This is an optimization exercise on Yosys and OpenROAD, whose aim is small area, not a production implementation. In this exercise RTL edits were held to simulation tests only and were not proved equivalent to the original. In run 6 the design's own scripts or RTL, not TritonCTS, make the clock network. The flow treats the clock pin as an ideal source. Dropping or thinning the clock tree relies on that and would not hold on a real chip.

$ cat flow/design.v
`timescale 1ns / 1ps
module DigitalClock(
  input clk_2MHz,
  input s1_async,
  input s2_async,
  input s3_async,
  input s4_async,
  input s5_async,
  input reset,
  output [6:0] d1,
  output [6:0] d2,
  output [6:0] d3,
  output [6:0] d4,
  output [6:0] d5,
  output [6:0] d6
);
  reg [3:0] pa, pb;
  always @(posedge clk_2MHz) begin
    pa <= reset ? 4'b0 : {s4_async, s3_async, s2_async, s1_async};
    pb <= pa;
  end
  wire [3:0] pulse = pa & ~pb;
  wire mode = pulse[0];
  wire set  = pulse[1];
  wire op1  = pulse[2];
  wire op2  = pulse[3];
  reg mA, mS;                        
  wire mC = ~mA & ~mS;
  always @(posedge clk_2MHz or posedge reset) begin
    if (reset) begin
      mA <= 0;
      mS <= 0;
    end
    else if (mode) begin
      mA <= mC;
      mS <= mA;
    end
  end
  reg [3:0] c10;
  reg [4:0] c25;
  reg [2:0] k;
  wire e10 = c10[3] & c10[0];
  wire e25 = c25[4] & c25[3];
  always @(posedge clk_2MHz or posedge reset) begin
    if (reset) begin
      c10 <= 0;
      c25 <= 0;
      k <= 0;
    end
    else begin
      c10 <= e10 ? 4'd0 : c10 + 4'd1;
      if (e10) begin
        c25 <= e25 ? 5'd0 : c25 + 5'd1;
        if (e25) k <= k + 3'd1;
      end
    end
  end
  wire tickH = e10 & ~(k[0] ^ c25[0]);             
  wire tickS = e10 & e25 & ~k[2] & k[1] & k[0];    
  wire flk = k[0];                                 
  reg cSet, cAP, ring, cRst;
  wire cLoad;
  wire cspm;
  wire [3:0] csH;
  wire [5:0] csM;
  wire [5:0] csFlick;
  reg cpm;
  reg [3:0] cH;
  reg [5:0] cM, cS;
  reg aSet, aAP, AON, aRst;
  wire aLoad;
  wire aspm;
  wire [3:0] asH;
  wire [5:0] asM;
  wire [5:0] asFlick;
  reg apm;
  reg [3:0] aH;
  reg [5:0] aM;
  wire alarmHit = AON & (cpm == apm) & (cH == aH) & (cM == aM) & (cS == 6'd0);
  wire cSub = (mC & cLoad) ? 1'b0 : cSet;
  wire cEnter = mC & set & ~cSub;
  wire cTicking = ~(cSub | cEnter);
  always @(posedge clk_2MHz or posedge reset) begin
    if (reset) begin
      cSet <= 0;
      cAP <= 0;
      ring <= 0;
      cRst <= 1;
    end
    else begin
      cSet <= cSub | cEnter;
      cRst <= cEnter;
      if (mC & cTicking & op1) cAP <= ~cAP;
      if (mC & cTicking & op2) ring <= 0;
      else if (alarmHit) ring <= 1;
    end
  end
  TimeSetter clockSetter(clk_2MHz, reset, cEnter | cRst, set, op1, op2, cAP,
                         cspm, csH, csM, csFlick, cLoad);
  wire cS59 = cS[5] & cS[4] & cS[3] & cS[1] & cS[0];
  wire cM59 = cM[5] & cM[4] & cM[3] & cM[1] & cM[0];
  wire cH11 = cH[3] & cH[1] & cH[0];
  always @(posedge clk_2MHz or posedge reset) begin
    if (reset) begin
      cpm <= 0;
      cH <= 0;
      cM <= 0;
      cS <= 0;
    end
    else if (mC & cLoad) begin
      cpm <= cspm;
      cH <= csH;
      cM <= csM;
      cS <= 0;
    end
    else if (tickS) begin
      cS <= cS59 ? 6'd0 : cS + 6'd1;
      if (cS59) begin
        cM <= cM59 ? 6'd0 : cM + 6'd1;
        if (cM59) begin
          cH <= cH11 ? 4'd0 : cH + 4'd1;
          if (cH11) cpm <= ~cpm;
        end
      end
    end
  end
  wire aEnter = mA & ~aLoad & set & ~aSet;
  always @(posedge clk_2MHz or posedge reset) begin
    if (reset) begin
      aSet <= 0;
      aAP <= 0;
      AON <= 0;
      aRst <= 1;
    end
    else begin
      aRst <= aEnter;
      if (mA) begin
        if (aLoad) begin
          aSet <= 0;
          AON <= 1;
        end
        else if (set) begin
          aSet <= 1;
          if (~aSet) AON <= 0;
        end
        else if (~aSet) begin
          if (op1) aAP <= ~aAP;
          if (op2) AON <= 0;
        end
      end
      else aAP <= cAP;
    end
  end
  TimeSetter alarmSetter(clk_2MHz, reset, aEnter | aRst, set, op1, op2, aAP,
                         aspm, asH, asM, asFlick, aLoad);
  always @(posedge clk_2MHz) begin
    if (mA & aLoad) begin
      apm <= aspm;
      aH <= asH;
      aM <= asM;
    end
  end
  reg pause, sLoad;
  reg [5:0] wM, wS;
  reg [6:0] wh;
  always @(posedge clk_2MHz or posedge reset) begin
    if (reset) begin
      pause <= 1;
      sLoad <= 1;
    end
    else begin
      sLoad <= mS & ~set & op1;
      if (mS & set) pause <= ~pause;
    end
  end
  wire wh99 = wh[6] & wh[5] & wh[1] & wh[0];
  wire wS59 = wS[5] & wS[4] & wS[3] & wS[1] & wS[0];
  wire wM59 = wM[5] & wM[4] & wM[3] & wM[1] & wM[0];
  always @(posedge clk_2MHz) begin
    if (sLoad) begin
      wM <= 0;
      wS <= 0;
      wh <= 0;
    end
    else if (tickH & ~pause & ~(wh99 & wS59 & wM59)) begin
      wh <= wh99 ? 7'd0 : wh + 7'd1;
      if (wh99) begin
        wS <= wS59 ? 6'd0 : wS + 6'd1;
        if (wS59) wM <= wM + 6'd1;
      end
    end
  end
  reg hpm;
  reg [3:0] hh;
  reg [5:0] Y;
  reg [6:0] Z;
  reg dash, ap;
  reg [5:0] flick;
  always @(*) begin
    hpm = cpm; hh = cH; Y = cM; Z = {1'b0, cS};
    dash = 0; ap = 0; flick = 6'b0;
    if (mS) begin
      Y = wS; Z = wh;
    end
    else if (mA) begin
      ap = aAP;
      Z = 7'd0;
      if (AON) begin
        hpm = apm; hh = aH; Y = aM;
      end
      else if (aSet) begin
        hpm = aspm; hh = asH; Y = asM; flick = asFlick;
      end
      else dash = 1;
    end
    else begin
      ap = cAP;
      if (cSet) begin
        hpm = cspm; hh = csH; Y = csM; Z = 7'd0; flick = csFlick;
      end
      else flick = {6{ring}};
    end
  end
  wire [4:0] h24 = {1'b0, hh} + {1'b0, hpm, hpm, 2'b0};
  wire [3:0] h12 = (hh == 4'd0) ? 4'd12 : hh;
  wire [6:0] V1 = mS ? {1'b0, wM} : {2'b0, h24};
  wire [6:0] V2 = ap ? {3'b0, h12} : {1'b0, Y};
  wire [6:0] V3 = ap ? {1'b0, Y} : Z;
  function [3:0] tens(input [6:0] v);
    tens = v / 10;
  endfunction
  function [3:0] units(input [6:0] v);
    units = v % 10;
  endfunction
  function [6:0] seg(input [3:0] b);
    case (b)
      4'd0: seg = 7'b1111110;
      4'd1: seg = 7'b0110000;
      4'd2: seg = 7'b1101101;
      4'd3: seg = 7'b1111001;
      4'd4: seg = 7'b0110011;
      4'd5: seg = 7'b1011011;
      4'd6: seg = 7'b1011111;
      4'd7: seg = 7'b1110000;
      4'd8: seg = 7'b1111111;
      4'd9: seg = 7'b1111011;
      4'd12: seg = 7'b1100111;
      4'd13: seg = 7'b1110111;
      4'd15: seg = 7'b0000001;
      default: seg = 7'b0000000;
    endcase
  endfunction
  wire [3:0] t1 = tens(V1), u1 = units(V1);
  wire [3:0] t2 = tens(V2), u2 = units(V2);
  wire [3:0] t3 = tens(V3), u3 = units(V3);
  wire [3:0] g1 = dash ? 4'd15 : ap ? (hpm ? 4'd12 : 4'd13) : (mS & t1 == 4'd0) ? 4'd14 : t1;
  wire [3:0] g2 = dash ? 4'd15 : ap ? 4'd14 : u1;
  wire [3:0] g3 = dash ? 4'd15 : (mS & t2 == 4'd0) ? 4'd14 : t2;
  wire [3:0] g4 = dash ? 4'd15 : u2;
  wire [3:0] g5 = dash ? 4'd15 : t3;
  wire [3:0] g6 = dash ? 4'd15 : u3;
  wire [5:0] blank = flick & {6{~flk}};
  assign d1 = blank[5] ? 7'd0 : seg(g1);
  assign d2 = blank[4] ? 7'd0 : seg(g2);
  assign d3 = blank[3] ? 7'd0 : seg(g3);
  assign d4 = blank[2] ? 7'd0 : seg(g4);
  assign d5 = blank[1] ? 7'd0 : seg(g5);
  assign d6 = blank[0] ? 7'd0 : seg(g6);
endmodule
`timescale 1ns / 1ps
module TimeSetter(
  input clk_2MHz,
  input reset,
  input clear,
  input in_set,
  input in_inc,
  input in_dec,
  input showAP,
  output reg pm,
  output reg [3:0] hh,
  output reg [5:0] mm,
  output [5:0] out_flick,
  output reg load
);
reg [1:0] st;
wire [1:0] st1 = st + 2'd1;
wire wrap = showAP ? (st1 == 2'd3) : (st1 == 2'd2);
wire [1:0] nst = wrap ? 2'd0 : st1;
wire nload = (nst == 2'd0);
wire s0 = (st == 2'd0);
wire s1 = (st == 2'd1);
wire s2 = (st == 2'd2);
assign out_flick = {s0, s0 & ~showAP, s1, s1, s2 & showAP, s2 & showAP};
wire fAP = s0 & showAP;
wire fHH = showAP ? s1 : s0;
wire fMM = showAP ? s2 : s1;
wire h11 = hh[3] & hh[1] & hh[0];
wire h0 = (hh == 4'd0);
wire m59 = mm[5] & mm[4] & mm[3] & mm[1] & mm[0];
wire m0 = (mm == 6'd0);
always @(posedge clk_2MHz or posedge reset) begin
  if (reset) load <= 0;
  else load <= ~clear & in_set & nload;
end
always @(posedge clk_2MHz) begin
  if (clear) begin
    pm <= 0;
    hh <= 0;
    mm <= 0;
    st <= 0;
  end
  else if (in_set) st <= nst;
  else if (in_dec | in_inc) begin
    if (fAP) pm <= ~pm;
    else if (fHH) begin
      if (in_dec) begin
        hh <= h0 ? 4'd11 : hh - 4'd1;
        if (h0) pm <= ~pm;
      end
      else begin
        hh <= h11 ? 4'd0 : hh + 4'd1;
        if (h11) pm <= ~pm;
      end
    end
    if (fMM) begin
      if (in_dec) mm <= m0 ? 6'd59 : mm - 6'd1;
      else mm <= m59 ? 6'd0 : mm + 6'd1;
    end
  end
end
endmodule
$ cat flow/run.sh
#!/bin/bash
# synth_recipe.tcl (not shown) runs the flow's synth.tcl, then flattens the netlist and writes it again
# the make line also repeats each setting of config.mk as NAME=value (left out here)
make -C /OpenROAD-flow-scripts/flow DESIGN_CONFIG=/design/flow/config.mk WORK_HOME=/design/flow/orfs CLKGATE_MAP_FILE= SYNTH_SCRIPT=/design/flow/synth_recipe.tcl finish
$ cat flow/config.mk
export PLATFORM = sky130hd
export DESIGN_NAME = DigitalClock
export DESIGN_NICKNAME = DigitalClock
export VERILOG_FILES = /design/flow/design.v
export SDC_FILE = /design/flow/constraint.sdc
export NUM_CORES = 4
export LEC_CHECK = 0
export ABC_AREA = 1
export CAP_MARGIN = 20
export CORE_MARGIN = 2
export CORE_UTILIZATION = 40
export SLEW_MARGIN = 20
$ cat flow/constraint.sdc
create_clock -name core_clock -period 30.0 [get_ports {clk_2MHz}]
set_input_delay 6.0000 -clock core_clock [delete_from_list [all_inputs] [get_ports {clk_2MHz}]]
set_output_delay 6.0000 -clock core_clock [all_outputs]
set_load 0.01 [all_outputs]
==> impl_metrics.env, run 1 <==
export IMPL_hold_class="flip-flop to flip-flop"
export IMPL_drcViolationCount=0
export IMPL_synth_seq_cells=107
export IMPL_rrSetupSlack_ns=26.34
export IMPL_area_delta_synth_final_pct=10.83
export IMPL_slew_violations=0
export IMPL_finalSetupViolCount=0
export IMPL_yosysWarnings=2
export IMPL_critPathCapture="d2[0]"
export IMPL_clock_skew_ns=0.01312
export IMPL_path_common_cell="inv_1"
export IMPL_hold_path_cell_count=0
export IMPL_wl_mm=23.75
export IMPL_critPathTopFamily="simple AND/OR/NAND/NOR gates"
export IMPL_drive_above_1_share=0.09786
export IMPL_cp_slowest_stage_delay_ns=0.60
export IMPL_end_kind="output port"
export IMPL_drt_iter0_drc=528
export IMPL_wl_per_cell_um=13.81
export IMPL_path_class="flip-flop to output port"
export IMPL_path_clk_slew_ns=0.09
export IMPL_grt_pass1_vias=8120
export IMPL_n_antenna_cell=0
export IMPL_rsz0062_at_grt="no"
export IMPL_clock_path_buffers=2
export IMPL_path_max_fanout=21
export IMPL_post_cts_setup_buffer_count=0
export IMPL_synthCells=1360
export IMPL_cts_tree="yes"
export IMPL_outcome="finished clean"
export IMPL_utilization=0.4479
export IMPL_cp_start_kind="flip-flop"
export IMPL_reg2reg_to="cpm$_DFFE_PP0P_"
export IMPL_start_util=0.4041
export IMPL_worst_path_stages=30
export IMPL_grt_usage=0.1997
export IMPL_vias=8755
export IMPL_root_buffer="clkbuf_16"
export IMPL_synth_largest_area_cell="dfxtp_1"
export IMPL_worstPathRequired_ns=24.00
export IMPL_min_period_over_period=0.4200
export IMPL_place_ws_ns=17.82
export IMPL_clock_fmax_mhz=79.37
export IMPL_clk_latency_ns=0.37
export IMPL_core_area_um2=23260
export IMPL_synthDistinctLibCells=63
export IMPL_port_buffers=47
export IMPL_dr_pass1_iters=5
export IMPL_ant_nets=0
export IMPL_cts_hold_buffers_added=0
export IMPL_gp_congestion=0.9291
export IMPL_cap_violations=0
export IMPL_grt_max_degree=44
export IMPL_syn_area_um2=9400
export IMPL_worstSetupStartpoint="mA$_DFFE_PP0P_"
export IMPL_post_route_min_period_ns=12.60
export IMPL_fin_setup_tns_ns=0
export IMPL_die_height_um=157.3
export IMPL_hpwl_mm=18.36
export IMPL_grt_pass1_wl_mm=39.86
export IMPL_crit_buf_inv=8
export IMPL_fin_ws_ns=17.40
export IMPL_post_cts_resized=0
export IMPL_max_slew_margin=0.5242
export IMPL_io_pins=49
export IMPL_tightestPinTransition_ns=0.7137
export IMPL_rows=56
export IMPL_synth_area_top_cells="dfxtp_1 (11%), ha_1 (11%), dfrtp_1 (10%), nand2_1 (10%), inv_1 (8.1%)"
export IMPL_synth_top_area_frac=0.1129
export IMPL_layout_nets=1484
export IMPL_grt_overflow=0
export IMPL_die_area_um2=24740
export IMPL_syn_nets=1449
export IMPL_slowest_stage="clkdlybuf4s50_1"
export IMPL_reg2reg_depth=11
export IMPL_synth_seq_area_share=0.2630
export IMPL_worstPathArrival_ns=6.60
export IMPL_antenna_found_initial=0
export IMPL_synth_area_per_cell_um2=6.912
export IMPL_numClockSinks=107
export IMPL_hold_violations=0
export IMPL_timing_rr_start="mS$_DFFE_PP0P_"
export IMPL_cts_htree_levels=3
export IMPL_chipWidth_um=157.3
export IMPL_viasPerCell=5.093
export IMPL_numCtsBuffers=9
[state kept, by name (all words and copies together), names as in the netlist, 3 cells and up]
register and cells:
cH 4, pb 4, alarmSetter.mm 6, alarmSetter.hh 4, pa 4, clockSetter.hh 4, c10 4, aH 4
cS 6, wh 7, clockSetter.mm 6, k 3, wS 6, wM 6, aM 6, c25 5
cM 6
[through the flow]
| step | hold slack [ns] | instances | cell area [um^2] |
|---|---|---|---|
| after floorplan | 0.3308 | 1360 | 9400 |
| after global placement | 0.3347 | 1703 | 10110 |
| after detailed placement | 0.3387 | 1703 | 10110 |
| after CTS | 0.3550 | 1719 | 10420 |
| after global routing | 0.3611 | 1719 | 10420 |
| final | 0.3525 | 1719 | 10420 |
[layer usage]
layer	GRT usage	wire, um	up-vias
met5	0	0	-
met4	0.07100	584	0
met3	0.02588	1030	38
met2	0.3254	10660	221
met1	0.2714	11470	3955
li1	-	-	4541
[cells in the mapped netlist (all sizes together)]
master     n
o22ai      9
or2        3
a311o      1
nor2     127
o2111ai    1
ha        81
fa         1
xor2      26
dfstp      4
a21boi     2
a221oi     3
nand3    110
and3       2
a211oi     9
clkinv     3
o211ai    11
nor3b      6
o21ai    106
edfxtp    11
clkbuf    11
o21bai     1
nand4     16
o22a       1
o311ai     1
o31ai      2
a22oi      5
and2       1
mux2       1
nor4       6
a32oi      1
xnor2      5
a22o       1
inv      219
nand3b     4
o21a       2
buf       17
a21oi    100
nand2    300
a31oi     18
dfrtp     39
nor3      40
dfxtp     53
[cells in the final DEF (no fill, tap or decap), types with 4 or more instances in the layout]
cell type	instances
nand2_1	259
inv_1	201
nor2_1	120
o21ai_0	96
a21oi_1	95
nand3_1	85
ha_1	81
dfxtp_1	53
clkdlybuf4s50_1	47
nor3_1	40
dfrtp_1	39
nand2_2	32
xor2_1	26
nand3_2	19
a31oi_1	18
inv_2	17
nand4_1	15
edfxtp_1	11
o22ai_1	9
a211oi_1	9
nand2_4	9
clkbuf_16	9
o211ai_1	8
o21ai_1	7
nor4_1	6
nand3_4	6
nor3b_1	6
xnor2_1	5
buf_4	5
nand3b_1	4
nor2_4	4
dfstp_2	4
[cells by family after synthesis]
kind of cell	after synthesis	synth area share
flip-flops	107	0.2630
multiplexers	1	0.001198
AND/OR/NAND/NOR	615	0.3156
XOR/XNOR	31	0.02888
buffers and inverters	250	0.1098
AO/OA/AOI/OAI	274	0.1716
adder cells (fa/ha/maj)	82	0.1099
[worst min path at each step]
stage                     start  slack [ns]            end
3_5_place_dp   pa[0]$_SDFF_PP0_        0.34  pb[0]$_DFF_P_
4_1_cts        pa[0]$_SDFF_PP0_        0.36  pb[0]$_DFF_P_
3_3_place_gp   pa[0]$_SDFF_PP0_        0.33  pb[0]$_DFF_P_
6_report       pa[2]$_SDFF_PP0_        0.35  pb[2]$_DFF_P_
2_1_floorplan  pa[0]$_SDFF_PP0_        0.33  pb[0]$_DFF_P_
5_1_grt        pa[2]$_SDFF_PP0_        0.36  pb[2]$_DFF_P_
[layout make-up]
cell class                      instances  area (um^2)
Tap cell                              319        399.1
Clock inverter                          7        80.08
Inverter                              222        838.3
Fill cell                            2427        12840
Multi-Input combinational cell       1003         5896
Clock buffer                            9        225.2
Timing Repair Buffer                   52        508.0
Sequential cell                       107         2472
==> inputs of run 2 (changes only) <==
==> flow/flow/run.sh (new file) <==
#!/bin/bash
# Own layout flow: the standard flow's synthesis with an area-oriented ABC mapping of the
# combinational logic (the flip-flops come out of the same steps as in the
# standard synthesis, and are checked to match it), then the standard layout
# steps with the smallest buffer on each port and a small clock tree.
set -euo pipefail
cd "$(dirname "$0")/.."
W=$(pwd)
R=$W/orfs/results/$FLOW_PLATFORM/DigitalClock/base

# 1. the standard synthesis, kept for reference
bash standard.sh synth > $W/1_synth_std.log 2>&1
cp $R/1_2_yosys.v $W/1_2_yosys_std.v

# 2. the same synthesis with the area mapping
sed "s#@W@#$W#" $W/flow/area.abc > $W/area_abc.script
rm -rf $W/orfs_area
make -C $FLOW_HOME DESIGN_CONFIG=$W/config.mk WORK_HOME=$W/orfs_area CLKGATE_MAP_FILE= \
  SYNTH_SCRIPT=$W/flow/synth_area.tcl AREA_ABC_SCRIPT=$W/area_abc.script \
  $(sed -n 's/^make .* SYNTH_SCRIPT=[^ ]* \(.*\) "\${@:-finish}"$/\1/p' $W/standard.sh) \
  synth > $W/1_synth_area.log 2>&1
A=$W/orfs_area/results/$FLOW_PLATFORM/DigitalClock/base/1_2_yosys.v

regs() { grep -E '^\s*sky130_fd_sc_hd__(df|edf|sdf|dl)' "$1" | awk '{print $1, $2}' | sort; }
regs $W/1_2_yosys_std.v > $W/regs_std.txt
regs $A > $W/regs_area.txt
if ! cmp -s $W/regs_std.txt $W/regs_area.txt; then
  echo "register mismatch; using the standard netlist" >> $W/1_synth_area.log
else
  cp $A $R/1_2_yosys.v
  touch $R/1_2_yosys.v
fi

# 4. the rest of the standard layout
bash standard.sh \
  "BUFFER_PORTS_ARGS=-buffer_cell sky130_fd_sc_hd__buf_1" \
  "CTS_ARGS=-sink_clustering_enable -repair_clock_nets -buf_list sky130_fd_sc_hd__clkbuf_8 -sink_clustering_size 40 -sink_clustering_max_diameter 100 -dont_use_dummy_load" \
  finish > $W/2_layout.log 2>&1
==> flow/flow/area.abc (new file) <==
strash
&get -n
&deepsyn -T 120
&put
dch -f
amap
topo
==> flow/flow/synth_area.tcl (new file) <==
# The standard flow's synthesis script (synth_recipe.tcl) with two changes that touch only
# the combinational logic: adders are left to ABC instead of being extracted
# into half/full-adder cells, and ABC maps with an area script.
proc synth {args} { yosys synth -nofsm -noshare {*}$args }
proc extract_fa {args} { puts "extract_fa skipped" }
proc abc {args} {
  set i [lsearch -exact $args -script]
  if { $i >= 0 } { set args [lreplace $args $i [expr {$i + 1}] -script $::env(AREA_ABC_SCRIPT)] }
  set i [lsearch -exact $args -D]
  if { $i >= 0 } { set args [lreplace $args $i [expr {$i + 1}]] }
  yosys abc {*}$args
}
source $::env(SCRIPTS_DIR)/synth.tcl
# left out here: clear keep_hierarchy, flatten, clean up, hide names made inside functions, write 1_2_yosys.v
==> flow/standard.sh (new file) <==
#!/bin/bash
# synth_recipe.tcl (not shown) runs the flow's synth.tcl, then flattens the netlist and writes it again
# the make line also repeats each setting of config.mk as NAME=value (left out here)
make -C /OpenROAD-flow-scripts/flow DESIGN_CONFIG=/design/flow/config.mk WORK_HOME=/design/flow/orfs CLKGATE_MAP_FILE= SYNTH_SCRIPT=/design/flow/synth_recipe.tcl "${@:-finish}"
removed: flow/run.sh
==> run 2 against run 1 <==
Compared with the run above:
- non-clock buffer count did not move
- sequential share of layout area up 15 points
- cell count down 39%
- clock skew up 0.015 ns
- register-to-register slack worse by 0.62 ns
- hold slack about the same
- worst setup slack improved by 0.60 ns
- highest routed layer unchanged
==> impl_metrics.env, run 2 <==
export IMPL_outcome="finished clean"
export IMPL_clock_skew_ns=0.02859
export IMPL_hold_class="flip-flop to flip-flop"
export IMPL_core_area_um2=14480
export IMPL_timing_rr_start="mS$_DFFE_PP0P_"
export IMPL_path_common_cell="nor2_1"
export IMPL_hold_violations=0
export IMPL_critPathTopFamily="compound AO/OA/AOI/OAI gates"
export IMPL_grt_use_met2=0.3161
export IMPL_fin_ws_ns=18.00
export IMPL_synth_area_per_cell_um2=7.357
export IMPL_use_met3=0.03509
export IMPL_ant_nets=0
export IMPL_drive_above_1_share=0.02088
export IMPL_crit_buf_inv=4
export IMPL_end_kind="output port"
export IMPL_path_clk_slew_ns=0.10
export IMPL_antenna_found_initial=0
export IMPL_port_buffers=47
export IMPL_cts_hold_buffers_added=0
export IMPL_reg2reg_to="clockSetter.hh[3]$_SDFFE_PP0P_"
export IMPL_grt_pass1_vias=5152
export IMPL_path_class="flip-flop to output port"
export IMPL_syn_area_um2=5901
export IMPL_rows=44
export IMPL_cp_cell_sequence="clkinv_1 > nand2_1 > o22ai_1 > nor3_1 > nor2_1 > a221oi_1 > clkinv_1 > o41ai_1 > o21ai_0 > o22ai_1 > clkinv_1 > o211ai_1 > o21ai_0 > a311oi_1 > a21oi_1 > nor2_1 > nor2_1 > nor2_1 > buf_1"
export IMPL_largest_register_ffs=7
export IMPL_worst_path_stages=19
export IMPL_numCtsBuffers=9
export IMPL_numClockSinks=107
export IMPL_post_cts_setup_buffer_count=0
export IMPL_tightestPinTransition_ns=0.7940
export IMPL_grt_pass1_wl_mm=26.36
export IMPL_hpwl_mm=12.27
export IMPL_fin_setup_tns_ns=0
export IMPL_slowest_stage="dfrtp_1"
export IMPL_critPathCapture="d5[0]"
export IMPL_dr_pass1_iters=5
export IMPL_area_delta_synth_final_pct=9.563
export IMPL_rrSetupSlack_ns=25.72
export IMPL_viasPerCell=5.474
export IMPL_drcViolationCount=0
export IMPL_root_buffer="clkbuf_8"
export IMPL_wl_mm=16.08
export IMPL_largest_register="wh"
export IMPL_n_antenna_cell=0
export IMPL_slew_violations=0
export IMPL_busiest_layer="met2"
export IMPL_io_pins=49
export IMPL_cap_violations=0
export IMPL_rsz0062_at_grt="no"
export IMPL_worstPathRequired_ns=24.00
export IMPL_worstSetupStartpoint="mA$_DFFE_PP0P_"
export IMPL_syn_nets=809
export IMPL_start_util=0.4075
export IMPL_max_slew_margin=0.4707
export IMPL_mostFrequentLayoutCells="nor2_1 (193), clkinv_1 (126), dfxtp_1 (53), nand2_1 (51), o21ai_0 (51)"
export IMPL_gp_congestion=0.8766
export IMPL_path_max_fanout=12
export IMPL_utilization=0.4465
export IMPL_place_ws_ns=18.56
export IMPL_layout_nets=871
export IMPL_grt_max_degree=44
export IMPL_placed_cell_area_um2=6341
export IMPL_mostFrequentLayoutCell="nor2_1"
export IMPL_post_route_min_period_ns=12.00
export IMPL_die_height_um=125.5
export IMPL_yosysWarnings=2
export IMPL_post_cts_resized=0
export IMPL_reg2reg_depth=10
export IMPL_nFillCells=1534
export IMPL_worstPathArrival_ns=6.00
export IMPL_die_area_um2=15740
export IMPL_min_period_over_period=0.4001
export IMPL_grt_usage=0.2070
export IMPL_chipWidth_um=125.5
export IMPL_finalSetupViolCount=0
export IMPL_wl_per_cell_um=15.37
export IMPL_vias=5726
export IMPL_synthCells=802
export IMPL_cts_tree="yes"
export IMPL_cts_htree_levels=3
export IMPL_cp_start_kind="flip-flop"
export IMPL_cp_slowest_stage_delay_ns=0.58
export IMPL_clk_latency_ns=0.40
export IMPL_grt_overflow=0
export IMPL_drt_iter0_drc=444
export IMPL_grt_use_met1=0.3039
export IMPL_clock_path_buffers=2
export IMPL_clock_fmax_mhz=83.32
export IMPL_fin_area_um2=6465
## run 2: area by class of cell
cell class | instances | area (um^2) | area share
Multi-Input combinational cell | 568 | 2952 | 0.4566
Sequential cell | 107 | 2472 | 0.3824
Inverter | 126 | 473.0 | 0.07316
Tap cell | 184 | 230.2 | 0.03561
Timing Repair Buffer | 52 | 214.0 | 0.03309
Clock buffer | 9 | 123.9 | 0.01916
## run 2: through the flow
step | hold slack (ns) | cells
2_1_floorplan | 0.3235 | 802
3_5_place_dp | 0.3367 | 1037
6_report | 0.3526 | 1046
3_3_place_gp | 0.3284 | 1037
4_1_cts | 0.3563 | 1046
5_1_grt | 0.3634 | 1046
## run 2: worst min path at each step
stage	end	depth (start not counted)	slack (ns)	from
5_1_grt	pb[3]$_DFF_P_	0	0.36	pa[3]$_SDFF_PP0_
3_5_place_dp	pb[1]$_DFF_P_	0	0.34	pa[1]$_SDFF_PP0_
2_1_floorplan	pb[0]$_DFF_P_	0	0.32	pa[0]$_SDFF_PP0_
3_3_place_gp	pb[1]$_DFF_P_	0	0.33	pa[1]$_SDFF_PP0_
6_report	pb[1]$_DFF_P_	0	0.35	pa[1]$_SDFF_PP0_
4_1_cts	pb[1]$_DFF_P_	0	0.36	pa[1]$_SDFF_PP0_
## run 2: per-layer routing
| layer | vias to the layer above | share of wire |
|---|---|---|
| met5 | - | 0 |
| met4 | 0 | 0.017 |
| met3 | 18 | 0.047 |
| met2 | 136 | 0.44 |
| met1 | 2611 | 0.50 |
| li1 | 2961 | - |
## run 2: worst reg2reg max path: stages, from the launching register on
cell and delay [ns]:
dfrtp_1 0.86, clkinv_1 0.75, nand3_1 0.70, clkinv_1 0.48, a31oi_1 0.46, nor2_1 0.10
or2_0 0.30, a211oi_1 0.29, nor3_1 0.07, a21oi_1 0.12, nor2_1 0.05
==> inputs of run 3 (changes only) <==
--- a/flow/design.v
+++ b/flow/design.v
@@ -315,14 +315,11 @@
     else if (fHH) begin
-      if (in_dec) begin
-        hh <= h0 ? 4'd11 : hh - 4'd1;
-        if (h0) pm <= ~pm;
-      end
-      else begin
-        hh <= h11 ? 4'd0 : hh + 4'd1;
-        if (h11) pm <= ~pm;
+      if (in_dec ? h0 : h11) begin
+        hh <= {in_dec, 1'b0, in_dec, in_dec};
+        pm <= ~pm;
       end
+      else hh <= hh + {{3{in_dec}}, 1'b1};
     end
     if (fMM) begin
-      if (in_dec) mm <= m0 ? 6'd59 : mm - 6'd1;
-      else mm <= m59 ? 6'd0 : mm + 6'd1;
+      if (in_dec ? m0 : m59) mm <= {in_dec, in_dec, in_dec, 1'b0, in_dec, in_dec};
+      else mm <= mm + {{5{in_dec}}, 1'b1};
     end
==> flow/flow/area.abc (replaced) <==
strash
&get -n
&deepsyn -T 180
&put
dch -f
amap
topo
--- a/flow/config.mk
+++ b/flow/config.mk
@@ -11,2 +11,3 @@
 export CORE_UTILIZATION = 40
+export GPL_TIMING_DRIVEN = 0
 export SLEW_MARGIN = 20
==> run 3 against run 2 <==
Compared with the run above:
- critical path depth increased by 1
- register-to-register slack improved by 0.52 ns
- cell area decreased by 0.74%
- die area decreased by 0.57%
- critical endpoint is now d4[2]
==> impl_metrics.env, run 3 <==
export IMPL_hold_violations=0
export IMPL_cp_cell_sequence="clkinv_1 > nand2_1 > o22ai_1 > nor2_1 > clkinv_1 > or3_1 > a31oi_1 > nor2b_1 > nor2_1 > nor4_1 > or2_0 > nor2_1 > o22ai_1 > nor2_1 > a2111oi_0 > a211oi_1 > o21ai_0 > o21ai_0 > nor2b_1 > buf_1"
export IMPL_drcViolationCount=0
export IMPL_start_util=0.4067
export IMPL_die_area_um2=15650
export IMPL_path_max_fanout=14
export IMPL_clk_latency_ns=0.40
export IMPL_placed_cell_area_um2=6294
export IMPL_dr_pass1_iters=8
export IMPL_post_route_min_period_ns=11.65
export IMPL_drive_above_1_share=0.01767
export IMPL_clock_path_buffers=2
export IMPL_min_period_over_period=0.3883
export IMPL_largest_register="wh"
export IMPL_cp_start_kind="flip-flop"
export IMPL_syn_area_um2=5866
export IMPL_ant_nets=0
export IMPL_wl_per_cell_um=15.47
export IMPL_post_cts_resized=0
export IMPL_clock_fmax_mhz=85.85
export IMPL_grt_usage=0.2087
export IMPL_vias=5723
export IMPL_slew_violations=0
export IMPL_rsz0062_at_grt="no"
export IMPL_path_common_cell="nor2_1"
export IMPL_outcome="finished clean"
export IMPL_worstPathArrival_ns=5.65
export IMPL_cp_slowest_stage_delay_ns=0.61
export IMPL_syn_nets=799
export IMPL_fin_area_um2=6417
export IMPL_clock_skew_ns=0.02949
export IMPL_rows=44
export IMPL_antenna_found_initial=0
export IMPL_path_class="flip-flop to output port"
export IMPL_layout_nets=858
export IMPL_core_area_um2=14420
export IMPL_path_clk_slew_ns=0.10
export IMPL_die_height_um=125.1
export IMPL_end_kind="output port"
export IMPL_finalSetupViolCount=0
export IMPL_worstPathRequired_ns=24.00
export IMPL_area_delta_synth_final_pct=9.407
export IMPL_hold_class="flip-flop to flip-flop"
export IMPL_mostFrequentLayoutCells="nor2_1 (170), clkinv_1 (116), nand2_1 (71), o21ai_0 (64), dfxtp_1 (53)"
export IMPL_synthCells=792
export IMPL_cts_hold_buffers_added=0
export IMPL_n_antenna_cell=0
export IMPL_fin_setup_tns_ns=0
export IMPL_grt_max_degree=39
export IMPL_largest_register_ffs=7
export IMPL_root_buffer="clkbuf_8"
export IMPL_slowest_stage="dfrtp_1"
export IMPL_drt_iter0_drc=598
export IMPL_critPathTopFamily="simple AND/OR/NAND/NOR gates"
export IMPL_port_buffers=47
export IMPL_io_pins=49
export IMPL_yosysWarnings=2
export IMPL_numClockSinks=107
export IMPL_grt_pass1_vias=5185
export IMPL_wl_mm=15.98
export IMPL_tightestPinTransition_ns=0.9048
export IMPL_cts_htree_levels=3
export IMPL_max_slew_margin=0.3916
export IMPL_numCtsBuffers=9
export IMPL_cts_tree="yes"
export IMPL_gp_congestion=0.9109
export IMPL_post_cts_setup_buffer_count=0
export IMPL_cap_violations=0
export IMPL_chipWidth_um=125.1
export IMPL_viasPerCell=5.540
export IMPL_grt_pass1_wl_mm=26.32
export IMPL_grt_overflow=0
export IMPL_mostFrequentLayoutCell="nor2_1"
export IMPL_crit_buf_inv=3
export IMPL_synth_area_per_cell_um2=7.406
export IMPL_hpwl_mm=12.46
export IMPL_holdWs_ns=0.3520
[run 3: cell type report]
cell class                      count  area (um^2)
Buffer                              1        3.754
Clock buffer                        9        123.9
Fill cell                        1528         8006
Inverter                          117        440.4
Multi-Input combinational cell    567         2950
Sequential cell                   107         2472
Tap cell                          184        230.2
Timing Repair Buffer               48        196.4
[run 3: path summary, 6_finish.rpt]
path / startpoint / end / slack [ns] / cells after the start
max: mA$_DFFE_PP0P_ / d4[2] / 18.35 / 20
min reg2reg: pa[0]$_SDFF_PP0_ / pb[0]$_DFF_P_ / 0.35 / 0
min: pa[0]$_SDFF_PP0_ / pb[0]$_DFF_P_ / 0.35 / 0
max in group asynchronous: reset / pause$_DFFE_PP1P_ / 23.95 / 3
min in group asynchronous: reset / alarmSetter.load$_DFF_PP0_ / 5.53 / 2
max reg2reg: mS$_DFFE_PP0P_ / clockSetter.mm[1]$_SDFFE_PP0P_ / 26.24 / 8
[run 3: layer usage]
layer / share of wire / GRT usage / vias to the layer above
met2: 0.44 / 0.3226 / 157
met3: 0.057 / 0.05135 / 21
met5: 0 / 0 / -
met4: 0.016 / 0.05359 / 0
met1: 0.49 / 0.2940 / 2623
li1: - / - / 2922
[run 3: per-stage QoR]
stage | setup WS, ns | utilization | std cells
floorplan | 19.89 | - | 792
global route | 17.82 | 0.4449 | 1033
finish | 18.35 | 0.4449 | 1033
detailed placement | 18.91 | 0.4363 | 1024
global placement | 18.89 | 0.4349 | 1023
CTS | 18.44 | 0.4449 | 1033
==> inputs of run 4 (changes only) <==
--- a/flow/design.v
+++ b/flow/design.v
@@ -246,5 +246,2 @@
       4'd9: seg = 7'b1111011;
-      4'd12: seg = 7'b1100111;
-      4'd13: seg = 7'b1110111;
-      4'd15: seg = 7'b0000001;
       default: seg = 7'b0000000;
@@ -255,15 +252,14 @@
   wire [3:0] t3 = tens(V3), u3 = units(V3);
-  wire [3:0] g1 = dash ? 4'd15 : ap ? (hpm ? 4'd12 : 4'd13) : (mS & t1 == 4'd0) ? 4'd14 : t1;
-  wire [3:0] g2 = dash ? 4'd15 : ap ? 4'd14 : u1;
-  wire [3:0] g3 = dash ? 4'd15 : (mS & t2 == 4'd0) ? 4'd14 : t2;
-  wire [3:0] g4 = dash ? 4'd15 : u2;
-  wire [3:0] g5 = dash ? 4'd15 : t3;
-  wire [3:0] g6 = dash ? 4'd15 : u3;
+  localparam [6:0] SEG_P = 7'b1100111, SEG_A = 7'b1110111, SEG_DASH = 7'b0000001;
   wire [5:0] blank = flick & {6{~flk}};
-  assign d1 = blank[5] ? 7'd0 : seg(g1);
-  assign d2 = blank[4] ? 7'd0 : seg(g2);
-  assign d3 = blank[3] ? 7'd0 : seg(g3);
-  assign d4 = blank[2] ? 7'd0 : seg(g4);
-  assign d5 = blank[1] ? 7'd0 : seg(g5);
-  assign d6 = blank[0] ? 7'd0 : seg(g6);
+  wire bl1 = blank[5] | (~ap & mS & t1 == 4'd0);
+  wire bl2 = blank[4] | ap;
+  wire bl3 = blank[3] | (mS & t2 == 4'd0);
+  wire [6:0] s1 = ap ? (hpm ? SEG_P : SEG_A) : seg(t1);
+  assign d1 = dash ? SEG_DASH : bl1 ? 7'd0 : s1;
+  assign d2 = dash ? SEG_DASH : bl2 ? 7'd0 : seg(u1);
+  assign d3 = dash ? SEG_DASH : bl3 ? 7'd0 : seg(t2);
+  assign d4 = dash ? SEG_DASH : blank[2] ? 7'd0 : seg(u2);
+  assign d5 = dash ? SEG_DASH : blank[1] ? 7'd0 : seg(t3);
+  assign d6 = dash ? SEG_DASH : blank[0] ? 7'd0 : seg(u3);
 endmodule
--- a/flow/flow/run.sh
+++ b/flow/flow/run.sh
@@ -35,2 +35,3 @@
 bash standard.sh \
+  MATCH_CELL_FOOTPRINT=0 \
   "BUFFER_PORTS_ARGS=-buffer_cell sky130_fd_sc_hd__buf_1" \
==> run 4 against run 3 <==
Compared with the run above:
- sequential cell count unchanged
- global-route usage decreased by 0.82 points
- wire length decreased by 2.9%
- die area unchanged
- clock skew decreased by 0.0072 ns
- cell area about the same
- highest routed layer unchanged
==> impl_metrics.env, run 4 <==
export IMPL_viasPerCell=5.588
export IMPL_busiest_layer="met2"
export IMPL_cts_htree_levels=3
export IMPL_rsz0062_at_grt="no"
export IMPL_antenna_found_initial=0
export IMPL_port_buffers=47
export IMPL_fin_setup_tns_ns=0
export IMPL_syn_area_um2=5866
export IMPL_clock_path_buffers=2
export IMPL_largest_register="wh"
export IMPL_chipWidth_um=125.1
export IMPL_numCtsBuffers=9
export IMPL_start_util=0.4067
export IMPL_synthCells=784
export IMPL_largest_register_ffs=7
export IMPL_max_slew_margin=0.3505
export IMPL_n_antenna_cell=0
export IMPL_dr_pass1_iters=5
export IMPL_hpwl_mm=12.04
export IMPL_path_max_fanout=12
export IMPL_layout_cells_non_filler=1025
export IMPL_layout_nets=850
export IMPL_yosysWarnings=2
export IMPL_gp_congestion=0.9343
export IMPL_post_cts_setup_buffer_count=0
export IMPL_cts_hold_buffers_added=0
export IMPL_numClockSinks=107
export IMPL_core_area_um2=14420
export IMPL_ant_nets=0
export IMPL_rrSetupSlack_ns=26.11
export IMPL_whs_endpoint="pb[1]$_DFF_P_"
export IMPL_die_area_um2=15650
export IMPL_slew_violations=0
export IMPL_reg2reg_to="clockSetter.mm[3]$_SDFFE_PP0P_"
export IMPL_wl_per_cell_um=15.15
export IMPL_path_class="flip-flop to output port"
export IMPL_hold_start="pa[1]$_SDFF_PP0_"
export IMPL_path_clk_slew_ns=0.10
export IMPL_crit_buf_inv=3
export IMPL_rows=44
export IMPL_wl_mm=15.53
export IMPL_cp_start_kind="flip-flop"
export IMPL_hold_violations=0
export IMPL_critPathTopFamily="compound AO/OA/AOI/OAI gates"
export IMPL_hold_path_cell_count=0
export IMPL_tightestPinTransition_ns=0.9669
export IMPL_drive_above_1_share=0.01902
export IMPL_path_common_cell="o21ai_0"
export IMPL_cp_slowest_stage_delay_ns=0.76
export IMPL_synth_area_per_cell_um2=7.482
export IMPL_timing_rr_start="mS$_DFFE_PP0P_"
export IMPL_clock_skew_ns=0.02231
export IMPL_grt_usage=0.2005
export IMPL_root_buffer="clkbuf_8"
export IMPL_cp_cell_sequence="clkinv_1 > o22ai_1 > nor2_1 > clkinv_1 > o21ai_0 > or3_1 > nand2_1 > nand2_1 > o21ai_0 > o21ai_0 > o211ai_1 > o22ai_1 > o21bai_1 > buf_1"
export IMPL_end_kind="output port"
export IMPL_area_delta_synth_final_pct=9.428
export IMPL_vias=5728
export IMPL_mostFrequentLayoutCells="nor2_1 (161), clkinv_1 (117), nand2_1 (62), dfxtp_1 (53), buf_1 (48)"
export IMPL_syn_nets=791
export IMPL_use_met3=0.04022
export IMPL_grt_use_met1=0.2833
export IMPL_grt_overflow=0
export IMPL_grt_pass1_wl_mm=25.64
export IMPL_min_period_over_period=0.3639
export IMPL_cts_tree="yes"
export IMPL_grt_use_met2=0.3075
export IMPL_grt_max_degree=34
export IMPL_finalSetupViolCount=0
export IMPL_mostFrequentLayoutCell="nor2_1"
export IMPL_worstPathArrival_ns=4.92
export IMPL_drt_iter0_drc=403
export IMPL_clk_latency_ns=0.40
export IMPL_reg2reg_depth=8
export IMPL_drcViolationCount=0
export IMPL_io_pins=49
export IMPL_clock_fmax_mhz=91.60
export IMPL_post_route_min_period_ns=10.92
export IMPL_worstPathRequired_ns=24.00
export IMPL_grt_pass1_vias=5153
export IMPL_die_height_um=125.1
export IMPL_hold_class="flip-flop to flip-flop"
export IMPL_dp_cells=1016
export IMPL_outcome="finished clean"
export IMPL_cap_violations=0
export IMPL_post_cts_resized=0
export IMPL_slowest_stage="nor2_1"
## run 4: worst max path at each step
stage          endpoint  slack, ns  cells after the start      startpoint
6_report          d5[4]      19.08                     14  mA$_DFFE_PP0P_
2_1_floorplan     d4[4]      20.37                     18  mA$_DFFE_PP0P_
3_5_place_dp      d5[4]      19.58                     14  mA$_DFFE_PP0P_
5_1_grt           d5[4]      18.55                     14  mA$_DFFE_PP0P_
3_3_place_gp      d5[4]      19.55                     14  mA$_DFFE_PP0P_
4_1_cts           d5[4]      19.09                     14  mA$_DFFE_PP0P_
## run 4: worst register-to-register path, cell delays in order (launching register included)
cell and delay [ns]:
dfrtp_1 0.73, clkinv_1 0.79, nand3_1 0.81, o21ai_0 0.27
clkinv_1 0.14, nor2_1 0.08, or2_0 0.43, a31o_1 0.34
a221oi_1 0.21
## run 4: cell type report
type,instances,area (um^2)
repair buffers,48,196.4
well taps,184,230.2
multi-input cells,558,2949
flip-flops and latches,107,2472
plain buffers,1,3.754
clock buffers,9,123.9
fillers,1504,8005
inverters,118,442.9
## run 4: metrics by stage
stage | util | worst slack [ns] | cell area (um^2) | hold slack (ns)
detailed placement | 0.4364 | 19.58 | 6295 | 0.3368
CTS | 0.4450 | 19.09 | 6419 | 0.3585
global route | 0.4450 | 18.55 | 6419 | 0.3682
floorplan | - | 20.37 | 5866 | 0.3235
finish | 0.4450 | 19.08 | 6419 | 0.3533
global placement | 0.4349 | 19.55 | 6272 | 0.3295
## run 4: routing by layer
layer  vias up  wire length [um]
li1       2908                 -
met1      2621              7483
met2       171              6798
met3        28               939
met4         0               306
met5         -                 0
==> inputs of run 5 (changes only) <==
--- a/flow/design.v
+++ b/flow/design.v
@@ -38,6 +38,6 @@
   end
-  reg [3:0] c10;
+  reg [4:0] j10;
   reg [4:0] c25;
   reg [2:0] k;
-  wire e10 = c10[3] & c10[0];
+  wire e10 = j10[4] & ~j10[3];
   wire e25 = c25[4] & c25[3];
@@ -45,3 +45,3 @@
     if (reset) begin
-      c10 <= 0;
+      j10 <= 0;
       c25 <= 0;
@@ -50,3 +50,3 @@
     else begin
-      c10 <= e10 ? 4'd0 : c10 + 4'd1;
+      j10 <= {j10[3:0], ~j10[4]};
       if (e10) begin
==> run 5 against run 4 <==
Compared with the run above:
- hold slack worse by 0.0019 ns
- die area is 0.91% lower
- fmax is 3.7% lower
- highest routed layer unchanged
- wire length is 1.0% higher
- sequential share of layout area is 0.74 points higher
- non-clock buffer count stayed put
- first-iteration DRC count is 16% lower
- worst setup slack worse by 0.42 ns
- still clean
- clock skew is 0.0021 ns lower
- sequential cell count is 1 higher
- utilization is 0.23 points lower
- critical endpoint is now d5[5]
- synthesized cell count is 1.5% lower
==> impl_metrics.env, run 5 <==
export IMPL_post_cts_setup_buffer_count=0
export IMPL_clock_skew_ns=0.02020
export IMPL_viasPerCell=5.624
export IMPL_io_pins=49
export IMPL_critPathTopFamily="simple AND/OR/NAND/NOR gates"
export IMPL_clock_fmax_mhz=88.19
export IMPL_finalSetupViolCount=0
export IMPL_path_common_cell="nor3_1"
export IMPL_wl_per_cell_um=15.48
export IMPL_cts_htree_levels=3
export IMPL_grt_max_degree=31
export IMPL_hold_violations=0
export IMPL_dr_pass1_iters=5
export IMPL_wl_mm=15.68
export IMPL_mostFrequentLayoutCell="nor2_1"
export IMPL_n_antenna_cell=0
export IMPL_syn_nets=779
export IMPL_numClockSinks=108
export IMPL_hold_start="pa[3]$_SDFF_PP0_"
export IMPL_cts_tree="yes"
export IMPL_grt_overflow=0
export IMPL_place_ws_ns=19.15
export IMPL_ant_nets=0
export IMPL_slew_violations=0
export IMPL_yosysWarnings=2
export IMPL_root_buffer="clkbuf_8"
export IMPL_gp_congestion=0.8717
export IMPL_grt_pass1_vias=5249
export IMPL_cp_start_kind="flip-flop"
export IMPL_rrSetupSlack_ns=25.83
export IMPL_synth_area_per_cell_um2=7.527
export IMPL_cap_violations=0
export IMPL_timing_rr_start="mS$_DFFE_PP0P_"
export IMPL_crit_buf_inv=4
export IMPL_tightestPinTransition_ns=1.094
export IMPL_rows=44
export IMPL_path_max_fanout=14
export IMPL_post_cts_resized=0
export IMPL_path_class="flip-flop to output port"
export IMPL_hpwl_mm=12.13
export IMPL_vias=5697
export IMPL_chipWidth_um=124.5
export IMPL_fin_setup_tns_ns=0
export IMPL_area_delta_synth_final_pct=9.475
export IMPL_die_area_um2=15510
export IMPL_clk_latency_ns=0.38
export IMPL_layout_nets=838
export IMPL_min_period_over_period=0.3780
export IMPL_largest_register="wh"
export IMPL_worstPathArrival_ns=5.34
export IMPL_drcViolationCount=0
export IMPL_hold_class="flip-flop to flip-flop"
export IMPL_path_clk_slew_ns=0.09
export IMPL_numCtsBuffers=9
export IMPL_grt_pass1_wl_mm=25.88
export IMPL_start_util=0.4044
export IMPL_cts_hold_buffers_added=0
export IMPL_core_area_um2=14370
export IMPL_cp_slowest_stage_delay_ns=0.68
export IMPL_port_buffers=47
export IMPL_worstSetupStartpoint="mA$_DFFE_PP0P_"
export IMPL_end_kind="output port"
export IMPL_syn_area_um2=5811
export IMPL_outcome="finished clean"
export IMPL_mostFrequentLayoutCells="nor2_1 (174), clkinv_1 (119), nand2_1 (54), o21ai_0 (53), dfxtp_1 (53)"
export IMPL_utilization=0.4427
export IMPL_largest_register_ffs=7
export IMPL_die_height_um=124.5
export IMPL_drt_iter0_drc=338
export IMPL_rsz0062_at_grt="no"
export IMPL_slowest_stage="a222oi_1"
export IMPL_max_slew_margin=0.2609
export IMPL_fin_ws_ns=18.66
export IMPL_cp_cell_sequence="clkinv_1 > nand2_1 > nor3_1 > a222oi_1 > clkinv_1 > nor2_1 > nand2_1 > o21ai_0 > nor2_1 > nor3_1 > clkinv_1 > nor3_1 > nor3_1 > o22ai_1 > and3_1 > nor2_1 > a31oi_1 > buf_1"
export IMPL_drive_above_1_share=0.01809
export IMPL_synthCells=772
export IMPL_antenna_found_initial=0
export IMPL_grt_usage=0.2049
export IMPL_clock_path_buffers=2
export IMPL_worstPathRequired_ns=24.00
export IMPL_nFillCells=1487
export IMPL_post_route_min_period_ns=11.34
[run 5: layout make-up]
| cell class | count | area [um^2] | share of cell area |
|---|---|---|---|
| plain buffers | 1 | 3.754 | 0.0005901 |
| clock buffers | 9 | 123.9 | 0.01947 |
| inverters | 120 | 450.4 | 0.07081 |
| multi-input cells | 543 | 2859 | 0.4494 |
| flip-flops and latches | 108 | 2497 | 0.3926 |
| well taps | 184 | 230.2 | 0.03619 |
| repair buffers | 48 | 196.4 | 0.03088 |
[run 5: per-stage QoR]
stage	hold WS (ns)	cell area, um^2	instances
3_3_place_gp	0.3285	6217	1003
3_5_place_dp	0.3329	6237	1004
6_report	0.3514	6361	1013
5_1_grt	0.3567	6361	1013
2_1_floorplan	0.3235	5811	772
4_1_cts	0.3537	6361	1013
[run 5: per-layer routing]
layer | track usage | routed length (um) | vias to the layer above
met5 | 0 | 0 | -
met4 | 0.07865 | 377 | 0
met3 | 0.03393 | 810 | 28
met2 | 0.3269 | 7032 | 169
met1 | 0.2792 | 7464 | 2641
li1 | - | - | 2859
[run 5: worst register-to-register path, stage by stage (launching register included)]
cell	delay, ns
dfrtp_1	0.83
clkinv_1	0.93
nand3_1	0.76
o21ai_0	0.24
clkinv_1	0.15
nor2_1	0.07
nor2_1	0.15
clkinv_1	0.34
nor3_1	0.34
nor3_1	0.07
a21oi_1	0.12
nor2_1	0.05
[run 5: worst paths after layout]
path / depth (start not counted) / to
worst max-delay path: 18 / d5[5]
worst max register to register: 11 / clockSetter.hh[3]$_SDFFE_PP0P_
max in group asynchronous: 3 / pause$_DFFE_PP1P_
worst min-delay path: 0 / pb[3]$_DFF_P_
worst min register to register: 0 / pb[3]$_DFF_P_
min in group asynchronous: 2 / clockSetter.load$_DFF_PP0_
==> inputs of run 6 (changes only) <==
--- a/flow/flow/run.sh
+++ b/flow/flow/run.sh
@@ -4,3 +4,3 @@
 # standard synthesis, and are checked to match it), then the standard layout
-# steps with the smallest buffer on each port and a small clock tree.
+# steps with the smallest buffer on each port and a four-buffer clock tree.
 set -euo pipefail
@@ -33,7 +33,8 @@
 
-# 4. the rest of the standard layout
+# 4. the rest of the standard layout, with the smallest buffer on each port
+# and a clock tree of four buffers driven by the clock port (manual_cts.tcl)
 bash standard.sh \
-  MATCH_CELL_FOOTPRINT=0 \
   "BUFFER_PORTS_ARGS=-buffer_cell sky130_fd_sc_hd__buf_1" \
-  "CTS_ARGS=-sink_clustering_enable -repair_clock_nets -buf_list sky130_fd_sc_hd__clkbuf_8 -sink_clustering_size 40 -sink_clustering_max_diameter 100 -dont_use_dummy_load" \
+  PRE_CTS_TCL=$W/flow/manual_cts.tcl \
+  CTS_MANUAL_N=4 CTS_MANUAL_BUF=sky130_fd_sc_hd__clkbuf_16 CTS_MANUAL_NET=clk_2MHz \
   finish > $W/2_layout.log 2>&1
==> flow/flow/manual_cts.tcl (new file) <==
set n_groups $::env(CTS_MANUAL_N)
set buf_cell $::env(CTS_MANUAL_BUF)
set block [ord::get_db_block]
set db [ord::get_db]
set clk [$block findNet $::env(CTS_MANUAL_NET)]
set master [$db findMaster $buf_cell]

# the sinks, with their positions
set sinks {}
foreach it [$clk getITerms] {
  set inst [$it getInst]
  set box [$inst getBBox]
  set x [expr {([$box xMin] + [$box xMax]) / 2}]
  set y [expr {([$box yMin] + [$box yMax]) / 2}]
  lappend sinks [list $x $y $it]
}
set nsinks [llength $sinks]

# split into groups: sort by x, cut into columns, then each column by y
proc split_sorted {items idx parts} {
  set items [lsort -integer -index $idx $items]
  set n [llength $items]
  set out {}
  for {set p 0} {$p < $parts} {incr p} {
    set a [expr {($p * $n) / $parts}]
    set b [expr {(($p + 1) * $n) / $parts - 1}]
    lappend out [lrange $items $a $b]
  }
  return $out
}
if {$n_groups == 4} {
  set groups {}
  foreach col [split_sorted $sinks 0 2] {
    foreach g [split_sorted $col 1 2] { lappend groups $g }
  }
} else {
  set groups [split_sorted $sinks 0 $n_groups]
}

set i 0
foreach g $groups {
  set inst [odb::dbInst_create $block $master "clkbuf_manual_$i"]
  set net [odb::dbNet_create $block "clknet_manual_$i"]
  $net setSigType CLOCK
  [$inst findITerm A] connect $clk
  [$inst findITerm X] connect $net
  set sx 0
  set sy 0
  foreach s $g {
    lassign $s x y it
    $it disconnect
    $it connect $net
    incr sx $x
    incr sy $y
  }
  set k [llength $g]
  $inst setLocation [expr {$sx / $k}] [expr {$sy / $k}]
  $inst setPlacementStatus PLACED
  puts "manual clock tree: clkbuf_manual_$i drives $k flip-flops"
  incr i
}
puts "manual clock tree: $nsinks sinks in $i groups"

rename clock_tree_synthesis orfs_clock_tree_synthesis
proc clock_tree_synthesis {args} { puts "clock_tree_synthesis skipped: manual clock tree" }
==> run 6 against run 5 <==
Compared with the run above:
- wire length increased by 6.8%
- critical path depth is 5 lower
- critical endpoint is now d5[1]
- register-to-register slack improved by 0.25 ns
- fmax grew 5.5%
- via count increased by 0.95%
- largest cell class unchanged
- die area rose by 0.14%
- cell count decreased by 0.99%
- utilization hardly changed
- sequential cell count unchanged
==> impl_metrics.env, run 6 <==
export IMPL_port_buffers=47
export IMPL_io_pins=49
export IMPL_worstSetupStartpoint="mA$_DFFE_PP0P_"
export IMPL_syn_area_um2=5819
export IMPL_rsz0062_at_grt="no"
export IMPL_slew_violations=0
export IMPL_wl_mm=16.76
export IMPL_start_util=0.4050
export IMPL_post_cts_setup_buffer_count=0
export IMPL_clock_skew_ns=0.009245
export IMPL_critPathTopFamily="compound AO/OA/AOI/OAI gates"
export IMPL_hold_class="flip-flop to flip-flop"
export IMPL_vias=5751
export IMPL_worstPathArrival_ns=4.74
export IMPL_mostFrequentLayoutCells="nor2_1 (157), clkinv_1 (122), nand2_1 (65), o21ai_0 (56), dfxtp_1 (53)"
export IMPL_dr_pass1_iters=5
export IMPL_reg2reg_to="clockSetter.hh[3]$_SDFFE_PP0P_"
export IMPL_post_cts_resized=0
export IMPL_hold_violations=0
export IMPL_syn_nets=774
export IMPL_dp_cells=999
export IMPL_drive_above_1_share=0.01221
export IMPL_die_area_um2=15530
export IMPL_antenna_found_initial=0
export IMPL_n_antenna_cell=0
export IMPL_drt_iter0_drc=354
export IMPL_path_class="flip-flop to output port"
export IMPL_timing_rr_start="mS$_DFFE_PP0P_"
export IMPL_chipWidth_um=124.6
export IMPL_largest_register="wh"
export IMPL_crit_buf_inv=3
export IMPL_path_clk_slew_ns=0.10
export IMPL_slowest_stage="a222oi_1"
export IMPL_grt_pass1_wl_mm=27.03
export IMPL_fin_setup_tns_ns=0
export IMPL_max_slew_margin=0.3892
export IMPL_worstPathRequired_ns=24.00
export IMPL_end_kind="output port"
export IMPL_grt_usage=0.2072
export IMPL_cp_cell_sequence="clkinv_1 > nand2_1 > o22ai_1 > a31oi_1 > o21ai_0 > a222oi_1 > clkinv_1 > nor2_1 > nor3_1 > o32ai_1 > o21ai_0 > a211oi_1 > buf_1"
export IMPL_synth_area_per_cell_um2=7.587
export IMPL_mostFrequentLayoutCell="nor2_1"
export IMPL_grt_max_degree=28
export IMPL_finalSetupViolCount=0
export IMPL_largest_register_ffs=7
export IMPL_die_height_um=124.6
export IMPL_core_area_um2=14370
export IMPL_clk_latency_ns=0.17
export IMPL_reg2reg_depth=10
export IMPL_grt_pass1_vias=5422
export IMPL_nFillCells=1457
export IMPL_layout_nets=828
export IMPL_outcome="finished clean"
export IMPL_layout_cells_non_filler=1003
export IMPL_clock_fmax_mhz=93.07
export IMPL_post_route_min_period_ns=10.74
export IMPL_wl_per_cell_um=16.71
export IMPL_cp_start_kind="flip-flop"
export IMPL_path_max_fanout=13
export IMPL_gp_congestion=0.8749
export IMPL_min_period_over_period=0.3582
export IMPL_viasPerCell=5.734
export IMPL_rrSetupSlack_ns=26.08
export IMPL_utilization=0.4423
export IMPL_worst_path_stages=13
export IMPL_critPathCapture="d5[1]"
export IMPL_ant_nets=0
export IMPL_area_delta_synth_final_pct=9.202
export IMPL_cp_slowest_stage_delay_ns=0.78
export IMPL_cap_violations=0
export IMPL_rows=44
export IMPL_tightestPinTransition_ns=0.9163
export IMPL_grt_overflow=0
export IMPL_synthCells=767
export IMPL_drcViolationCount=0
export IMPL_hpwl_mm=13.24
export IMPL_cts_hold_buffers_added=0
export IMPL_yosysWarnings=2
run 6: worst register-to-register path: cells and delay by family (launching register included):
kind / cells / cell delay, ns
flip-flops: 1 / 0.81
AO/OA/AOI/OAI: 3 / 1.06
buffers and inverters: 1 / 0.49
AND/OR/NAND/NOR: 6 / 1.42
run 6: worst min path at each step:
stage	to	start	cells after the start
2_1_floorplan	pb[0]$_DFF_P_	pa[0]$_SDFF_PP0_	0
3_3_place_gp	pb[3]$_DFF_P_	pa[3]$_SDFF_PP0_	0
3_5_place_dp	pb[0]$_DFF_P_	pa[0]$_SDFF_PP0_	0
4_1_cts	pb[0]$_DFF_P_	pa[0]$_SDFF_PP0_	0
5_1_grt	pb[1]$_DFF_P_	pa[1]$_SDFF_PP0_	0
6_report	pb[0]$_DFF_P_	pa[0]$_SDFF_PP0_	0
run 6: layout make-up:
cell class              instances  area (um^2)  area share
multi-input cells             535         2856      0.4495
flip-flops and latches        108         2497      0.3930
inverters                     123        462.9     0.07285
well taps                     184        230.2     0.03623
repair buffers                 48        203.9     0.03209
plain buffers                   5        103.9     0.01634
run 6: layer usage:
layer | routed length (um) | GRT usage
met1 | 7540 | 0.2796
met5 | 0 | 0
met3 | 896 | 0.02019
met2 | 7971 | 0.3632
met4 | 347 | 0.04098
run 6: metrics by stage:
step	cell area [um^2]	worst slack (ns)	hold WS, ns
2_1_floorplan	5819	20.57	0.3235
3_5_place_dp	6255	19.52	0.3334
4_1_cts	6355	19.50	0.3334
5_1_grt	6355	18.85	0.3581
6_report	6355	19.26	0.3520
3_3_place_gp	6226	19.63	0.3315

-- static timing again, ports no longer ideal --
Ports are ideal in the flow. The routed layouts listed here were re-timed in OpenROAD.
Step 1 assumes that a clkbuf_16 drives the clock port and a buf_2 every other input.
Step 2 adds t to the input delays and takes it off the output delays; t is the mean of the earliest and latest rising clock arrival at the registers after step 1. Input paths then give back, and output paths get back, about the clock's delay inside the block.
Slacks: no drivers / after step 1 / after step 2; pairs: no drivers / after step 1.
| run | shift t [ns] | setup WS [ns] | cell pins on the clock port's net |
|---|---|---|---|
| run 1 | 0.408 | 17.401 / 17.354 / 17.763 | 1 |
| run 2 | 0.419 | 17.998 / 17.960 / 18.379 | 1 |
| run 3 | 0.420 | 18.351 / 18.313 / 18.733 | 1 |
| run 4 | 0.422 | 19.084 / 19.047 / 19.469 | 1 |
| run 5 | 0.410 | 18.661 / 18.624 / 19.034 | 1 |
| run 6 | 0.254 | 19.255 / 19.165 / 19.419 | 4 |
After both steps every run listed still meets setup and hold.
